From an optimization exercise on the open Yosys and OpenROAD flow, aimed at small area; shortcuts taken in it are not production practice.
Where RTL was checked, it was by simulation tests only, not by an equivalence proof against the original.

## sierra
==> flow/design.v <==
`timescale 1ns/1ps
module fifo_aoi222 (
	input logic a0, b0, a1, b1, a2, b2,
	output logic y
);
	assign y = ~((a0 & b0) | (a1 & b1) | (a2 & b2));
endmodule
module fifo_oai22 (
	input logic a0, b0, a1, b1,
	output logic y
);
	assign y = ~((a0 | b0) & (a1 | b1));
endmodule
module fifo_nor4 (
	input logic a, b, c, d,
	output logic y
);
	assign y = ~(a | b | c | d);
endmodule
module fifo_nand4 (
	input logic a, b, c, d,
	output logic y
);
	assign y = ~(a & b & c & d);
endmodule
module fifo_nand2 (
	input logic a, b,
	output logic y
);
	assign y = ~(a & b);
endmodule
module fifo_inv (
	input logic a,
	output logic y
);
	assign y = ~a;
endmodule
`timescale 1ns/1ps
module easy_fifo_sync #
(
    parameter int DWIDTH = 32,
    parameter int DEPTH = 64,
    parameter int INPUT_REG = 0,
    parameter int OUTPUT_REG = 0
)
(
    input logic rst,
    input logic clk,
    input logic [DWIDTH-1:0] wr_data,
    input logic wr_en,
    output logic wr_full,
    input logic rd_en,
    output logic [DWIDTH-1:0] rd_data,
    output logic rd_empty,
	output logic [$clog2(DEPTH):0] fifo_cnt
);
	localparam int AW = $clog2(DEPTH);    
	localparam int CW = AW + 1;            
	localparam int SEG = 4;                
	localparam int SW = $clog2(SEG);
	localparam int NSEG = DEPTH / SEG;     
	localparam int DL = SEG - 1;           
	logic [DWIDTH-1:0] ring [DEPTH-1:0];
	logic [DWIDTH-1:0] dly [DL-1:0];
	logic [DL-1:0] dly_v;                  
	logic [AW-1:0] hp;                     
	logic [AW-1:0] tp;                     
	logic ring_empty;                      
	logic wr_prev, rd_prev;                
	logic [CW-1:0] held;
	logic wr_acc, rd_acc, rd_ring, rd_wait;
	logic [AW-1:0] ins_pos;
	logic can_ins, ins, take;
	logic [DL:0] head_sel;                 
	logic [NSEG-1:0] ins_seg;              
	logic [NSEG-1:0] ins_seg_n;
	logic [NSEG-1:0] tap_sel;              
	logic [DWIDTH-1:0] src, src_n;         
	logic [DWIDTH-1:0] ring_d [NSEG-1:0];  
	assign held = fifo_cnt + CW'(wr_prev) - CW'(rd_prev);
	assign wr_full = held[CW-1];           
	assign wr_acc = wr_en & ~wr_full;
	always_comb begin
		logic found;
		head_sel = '0;
		found = 1'b0;
		for (int i = DL - 1; i >= 0; i--)
			if (dly_v[i] && !found) begin
				head_sel[i] = 1'b1;
				found = 1'b1;
			end
		head_sel[DL] = ~found;
	end
	assign rd_empty = ring_empty ? ~(|dly_v | wr_en) : (hp[SW-1:0] != '0);
	assign rd_acc = rd_en & ~rd_empty;
	assign rd_ring = rd_acc & ~ring_empty;
	assign rd_wait = rd_acc & ring_empty;
	always_comb
		for (int k = 0; k < NSEG; k++)
			tap_sel[k] = ~ring_empty && hp[AW-1:SW] == (AW-SW)'(k);
	assign ins_pos = ring_empty ? '0 : tp;
	assign can_ins = ins_pos[SW-1:0] == '0;
	assign ins = (|{wr_acc, dly_v}) & can_ins & ~rd_wait;
	assign take = ins | rd_wait;
	always_comb
		for (int k = 0; k < NSEG; k++)
			ins_seg[k] = ins && ins_pos[AW-1:SW] == (AW-SW)'(k);
	assign ins_seg_n = ~ins_seg;
	always_ff @(posedge clk) begin
		if (rst) begin
			ring_empty <= 1'b1;
			hp <= '0;
			tp <= '0;
			dly_v <= '0;
			fifo_cnt <= '0;
			wr_prev <= 1'b0;
			rd_prev <= 1'b0;
		end
		else begin
			ring_empty <= ring_empty ? ~ins : (rd_ring & ~ins & (hp == tp));
			hp <= ring_empty ? '0 : hp + {{(AW-1){1'b0}}, ~rd_ring};
			tp <= ins_pos + {{(AW-1){1'b0}}, ~ins};
			dly_v[0] <= wr_acc & ~(take & head_sel[DL]);
			for (int i = 1; i < DL; i++)
				dly_v[i] <= dly_v[i-1] & ~(take & head_sel[i-1]);
			fifo_cnt <= held;
			wr_prev <= wr_acc;
			rd_prev <= rd_acc;
		end
	end
	always_ff @(posedge clk) begin
		dly[0] <= wr_data;
		for (int i = 1; i < DL; i++)
			dly[i] <= dly[i-1];
	end
	always_ff @(posedge clk) begin
		for (int p = 0; p < DEPTH; p++)
			if (p % SEG == 0)
				ring[p] <= ring_d[p / SEG];
			else
				ring[p] <= ring[p-1];
	end
	for (genvar b = 0; b < DWIDTH; b++) begin : g_bit
		logic src_dly_n, src_in_n;
		fifo_aoi222 u_src0 (.a0(head_sel[2]), .b0(dly[2][b]), .a1(head_sel[1]), .b1(dly[1][b]),
			.a2(head_sel[0]), .b2(dly[0][b]), .y(src_dly_n));
		fifo_nand2 u_src1 (.a(head_sel[3]), .b(wr_data[b]), .y(src_in_n));
		fifo_nand2 u_src (.a(src_dly_n), .b(src_in_n), .y(src[b]));
		fifo_inv u_srcn (.a(src[b]), .y(src_n[b]));
		for (genvar k = 0; k < NSEG; k++) begin : g_ins
			fifo_oai22 u_ins (.a0(ins_seg[k]), .b0(ring[(k * SEG + DEPTH - 1) % DEPTH][b]),
				.a1(ins_seg_n[k]), .b1((k % 2 == 1) ? src[b] : src_n[b]), .y(ring_d[k][b]));
		end
		logic ev0, ev1, ev2, od0, od1, od2, od3, od_n;
		fifo_aoi222 u_ev0 (.a0(tap_sel[0]), .b0(ring[0][b]), .a1(tap_sel[2]), .b1(ring[8][b]),
			.a2(tap_sel[4]), .b2(ring[16][b]), .y(ev0));
		fifo_aoi222 u_ev1 (.a0(tap_sel[6]), .b0(ring[24][b]), .a1(tap_sel[8]), .b1(ring[32][b]),
			.a2(tap_sel[10]), .b2(ring[40][b]), .y(ev1));
		fifo_aoi222 u_ev2 (.a0(tap_sel[12]), .b0(ring[48][b]), .a1(tap_sel[14]), .b1(ring[56][b]),
			.a2(ring_empty), .b2(src[b]), .y(ev2));
		fifo_oai22 u_od0 (.a0(~tap_sel[1]), .b0(ring[4][b]), .a1(~tap_sel[3]), .b1(ring[12][b]), .y(od0));
		fifo_oai22 u_od1 (.a0(~tap_sel[5]), .b0(ring[20][b]), .a1(~tap_sel[7]), .b1(ring[28][b]), .y(od1));
		fifo_oai22 u_od2 (.a0(~tap_sel[9]), .b0(ring[36][b]), .a1(~tap_sel[11]), .b1(ring[44][b]), .y(od2));
		fifo_oai22 u_od3 (.a0(~tap_sel[13]), .b0(ring[52][b]), .a1(~tap_sel[15]), .b1(ring[60][b]), .y(od3));
		fifo_nor4 u_od (.a(od0), .b(od1), .c(od2), .d(od3), .y(od_n));
		fifo_nand4 u_rd (.a(od_n), .b(ev0), .c(ev1), .d(ev2), .y(rd_data[b]));
	end
endmodule
clock: 6.0 ns
lec_check: 0
cap_margin: 20
core_margin: 2
core_utilization: 40
place_density: 0.6
slew_margin: 20
synth_hierarchical: 1
synth_minimum_keep_size: 0
standard.sh (not shown) runs the stock make flow with config.mk's settings and CLKGATE_MAP_FILE= SYNTH_SCRIPT=/design/flow/synth_recipe.tcl, a recipe that flattens the netlist after the stock synthesis.
==> flow/flow/run.sh <==
#!/bin/bash
# Standard layout (the standard.sh) with three changes:
#  - after floorplan every combinational cell is set to its smallest drive
#    strength (flow/downsize.tcl); the resizer upsizes only where needed;
#  - ports are buffered with buf_1 instead of the default buffer cell;
#  - the clock tree uses fewer, larger sink clusters driven by clkbuf_16 and no
#    dummy loads.
set -o pipefail
export POST_FLOORPLAN_TCL="$PWD/flow/downsize.tcl"
export BUFFER_PORTS_ARGS="-buffer_cell sky130_fd_sc_hd__buf_1"
export CTS_ARGS="-sink_clustering_enable -repair_clock_nets -dont_use_dummy_load -sink_clustering_size 30 -sink_clustering_max_diameter 60 -sink_clustering_buffer sky130_fd_sc_hd__clkbuf_16 -buf_list sky130_fd_sc_hd__clkbuf_16"
bash standard.sh finish > standard.log 2>&1
==> flow/flow/downsize.tcl <==
# Swap every combinational cell to the smallest drive strength of its kind;
# the resizer later upsizes only where slew, capacitance or timing needs it.
set n_swapped 0
foreach inst [get_cells *] {
  set master [get_property $inst ref_name]
  if {![regexp {^(sky130_fd_sc_hd__[a-z0-9]+)_([0-9]+)$} $master -> base size]} { continue }
  if {[regexp {df|dl|edf|sdf|clk|tap|fill|decap|conb|diode} $base]} { continue }
  foreach s {0 1} {
    if {$s >= $size} { break }
    set cand [get_lib_cells -quiet */${base}_$s]
    if {[llength $cand] > 0 && [lsearch $::env(DONT_USE_CELLS) ${base}_$s] < 0} {
      replace_cell $inst [get_full_name [lindex $cand 0]]
      incr n_swapped
      break
    }
  }
}
puts "downsize: swapped $n_swapped cells"
Inputs modified between sierra and delta:
--- a/flow/design.v
+++ b/flow/design.v
@@ -1,7 +1,15 @@
 `timescale 1ns/1ps
+module fifo_mux2i (
+	input logic s,
+	input logic a,      
+	input logic b,
+	output logic y
+);
+	assign y = ~(s ? a : b);
+endmodule
 module fifo_aoi222 (
 	input logic a0, b0, a1, b1, a2, b2,
 	output logic y
 );
 	assign y = ~((a0 & b0) | (a1 & b1) | (a2 & b2));
 endmodule
@@ -61,27 +69,30 @@
 	localparam int NSEG = DEPTH / SEG;     
 	localparam int DL = SEG - 1;           
 	logic [DWIDTH-1:0] ring [DEPTH-1:0];
 	logic [DWIDTH-1:0] dly [DL-1:0];
 	logic [DL-1:0] dly_v;                  
 	logic [AW-1:0] hp;                     
-	logic [AW-1:0] tp;                     
-	logic ring_empty;                      
-	logic wr_prev, rd_prev;                
+	logic [CW-1:0] n;                      
+	logic ring_empty;
 	logic [CW-1:0] held;
 	logic wr_acc, rd_acc, rd_ring, rd_wait;
 	logic [AW-1:0] ins_pos;
 	logic can_ins, ins, take;
 	logic [DL:0] head_sel;                 
 	logic [NSEG-1:0] ins_seg;              
-	logic [NSEG-1:0] ins_seg_n;
 	logic [NSEG-1:0] tap_sel;              
 	logic [DWIDTH-1:0] src, src_n;         
 	logic [DWIDTH-1:0] ring_d [NSEG-1:0];  
-	assign held = fifo_cnt + CW'(wr_prev) - CW'(rd_prev);
-	assign wr_full = held[CW-1];           
+	assign ring_empty = n == '0;
+	always_comb begin
+		held = n;
+		for (int i = 0; i < DL; i++)
+			held = held + CW'(dly_v[i]);
+	end
+	assign wr_full = held == CW'(DEPTH);
 	assign wr_acc = wr_en & ~wr_full;
 	always_comb begin
 		logic found;
 		head_sel = '0;
 		found = 1'b0;
 		for (int i = DL - 1; i >= 0; i--)
@@ -95,40 +106,33 @@
 	assign rd_acc = rd_en & ~rd_empty;
 	assign rd_ring = rd_acc & ~ring_empty;
 	assign rd_wait = rd_acc & ring_empty;
 	always_comb
 		for (int k = 0; k < NSEG; k++)
 			tap_sel[k] = ~ring_empty && hp[AW-1:SW] == (AW-SW)'(k);
-	assign ins_pos = ring_empty ? '0 : tp;
+	assign ins_pos = ring_empty ? '0 : hp - n[AW-1:0] + 1'b1;
 	assign can_ins = ins_pos[SW-1:0] == '0;
 	assign ins = (|{wr_acc, dly_v}) & can_ins & ~rd_wait;
 	assign take = ins | rd_wait;
 	always_comb
 		for (int k = 0; k < NSEG; k++)
 			ins_seg[k] = ins && ins_pos[AW-1:SW] == (AW-SW)'(k);
-	assign ins_seg_n = ~ins_seg;
 	always_ff @(posedge clk) begin
 		if (rst) begin
-			ring_empty <= 1'b1;
+			n <= '0;
 			hp <= '0;
-			tp <= '0;
 			dly_v <= '0;
 			fifo_cnt <= '0;
-			wr_prev <= 1'b0;
-			rd_prev <= 1'b0;
 		end
 		else begin
-			ring_empty <= ring_empty ? ~ins : (rd_ring & ~ins & (hp == tp));
-			hp <= ring_empty ? '0 : hp + {{(AW-1){1'b0}}, ~rd_ring};
-			tp <= ins_pos + {{(AW-1){1'b0}}, ~ins};
+			n <= n + CW'(ins) - CW'(rd_ring);
+			hp <= ring_empty ? '0 : hp + 1'b1 - AW'(rd_ring);
 			dly_v[0] <= wr_acc & ~(take & head_sel[DL]);
 			for (int i = 1; i < DL; i++)
 				dly_v[i] <= dly_v[i-1] & ~(take & head_sel[i-1]);
 			fifo_cnt <= held;
-			wr_prev <= wr_acc;
-			rd_prev <= rd_acc;
 		end
 	end
 	always_ff @(posedge clk) begin
 		dly[0] <= wr_data;
 		for (int i = 1; i < DL; i++)
 			dly[i] <= dly[i-1];
@@ -145,14 +149,14 @@
 		fifo_aoi222 u_src0 (.a0(head_sel[2]), .b0(dly[2][b]), .a1(head_sel[1]), .b1(dly[1][b]),
 			.a2(head_sel[0]), .b2(dly[0][b]), .y(src_dly_n));
 		fifo_nand2 u_src1 (.a(head_sel[3]), .b(wr_data[b]), .y(src_in_n));
 		fifo_nand2 u_src (.a(src_dly_n), .b(src_in_n), .y(src[b]));
 		fifo_inv u_srcn (.a(src[b]), .y(src_n[b]));
 		for (genvar k = 0; k < NSEG; k++) begin : g_ins
-			fifo_oai22 u_ins (.a0(ins_seg[k]), .b0(ring[(k * SEG + DEPTH - 1) % DEPTH][b]),
-				.a1(ins_seg_n[k]), .b1((k % 2 == 1) ? src[b] : src_n[b]), .y(ring_d[k][b]));
+			fifo_mux2i u_ins (.s(ins_seg[k]), .a((k % 2 == 1) ? src[b] : src_n[b]),
+				.b(ring[(k * SEG + DEPTH - 1) % DEPTH][b]), .y(ring_d[k][b]));
 		end
 		logic ev0, ev1, ev2, od0, od1, od2, od3, od_n;
 		fifo_aoi222 u_ev0 (.a0(tap_sel[0]), .b0(ring[0][b]), .a1(tap_sel[2]), .b1(ring[8][b]),
 			.a2(tap_sel[4]), .b2(ring[16][b]), .y(ev0));
 		fifo_aoi222 u_ev1 (.a0(tap_sel[6]), .b0(ring[24][b]), .a1(tap_sel[8]), .b1(ring[32][b]),
 			.a2(tap_sel[10]), .b2(ring[40][b]), .y(ev1));
## What came out
There was hardly any difference in number of flip-flops and latches between delta and sierra.
Diff sierra -> delta | via count of the first global-routing pass | down by a little under 10%
Diff sierra -> delta: final worst-path setup slack has decreased; worst slack on hold paths has increased.
Wire length on met1 ended up about 10% lower on delta than on sierra.
The share of the synthesized area in compound gates (AO/OA/AOI/OAI) in delta sits 6.4 points below the value recorded for sierra.
delta against sierra: global-route usage over all layers went down by 4.5 points; number of antenna repair diodes did not really move.
Worst setup path endpoint: rd_data[8] -> delta, rd_data[9] -> sierra
Looking at most utilized layer in the global route result, the met2 result is from sierra; the met1 one comes from delta.
Only the layout flow was run in delta; the RTL was not checked for function there.

==> static timing again, ports no longer ideal <==
Ports are ideal in the flow. The routed layouts listed here were re-timed in OpenROAD.
Step 1 sets driving cells, clkbuf_16 on the clock port and buf_2 on the other inputs (assumed; they add their load-dependent delay and slew).
Step 2, shift: input delay + t, output delay - t, t = (earliest + latest rising clock arrival at the registers) / 2. This alone moves slack from input paths to output paths.
Three values: no drivers, after step 1, after step 2; two values: the first two.
run	t, ns	setup WS [ns]	worst setup path at the end	worst data-port slew with drivers (ns)
sierra	0.765	0.630 / 0.557 / 1.323	register to output	0.16
delta	0.750	0.419 / 0.348 / 1.097	register to output	0.07
After both steps every run listed still meets setup and hold.
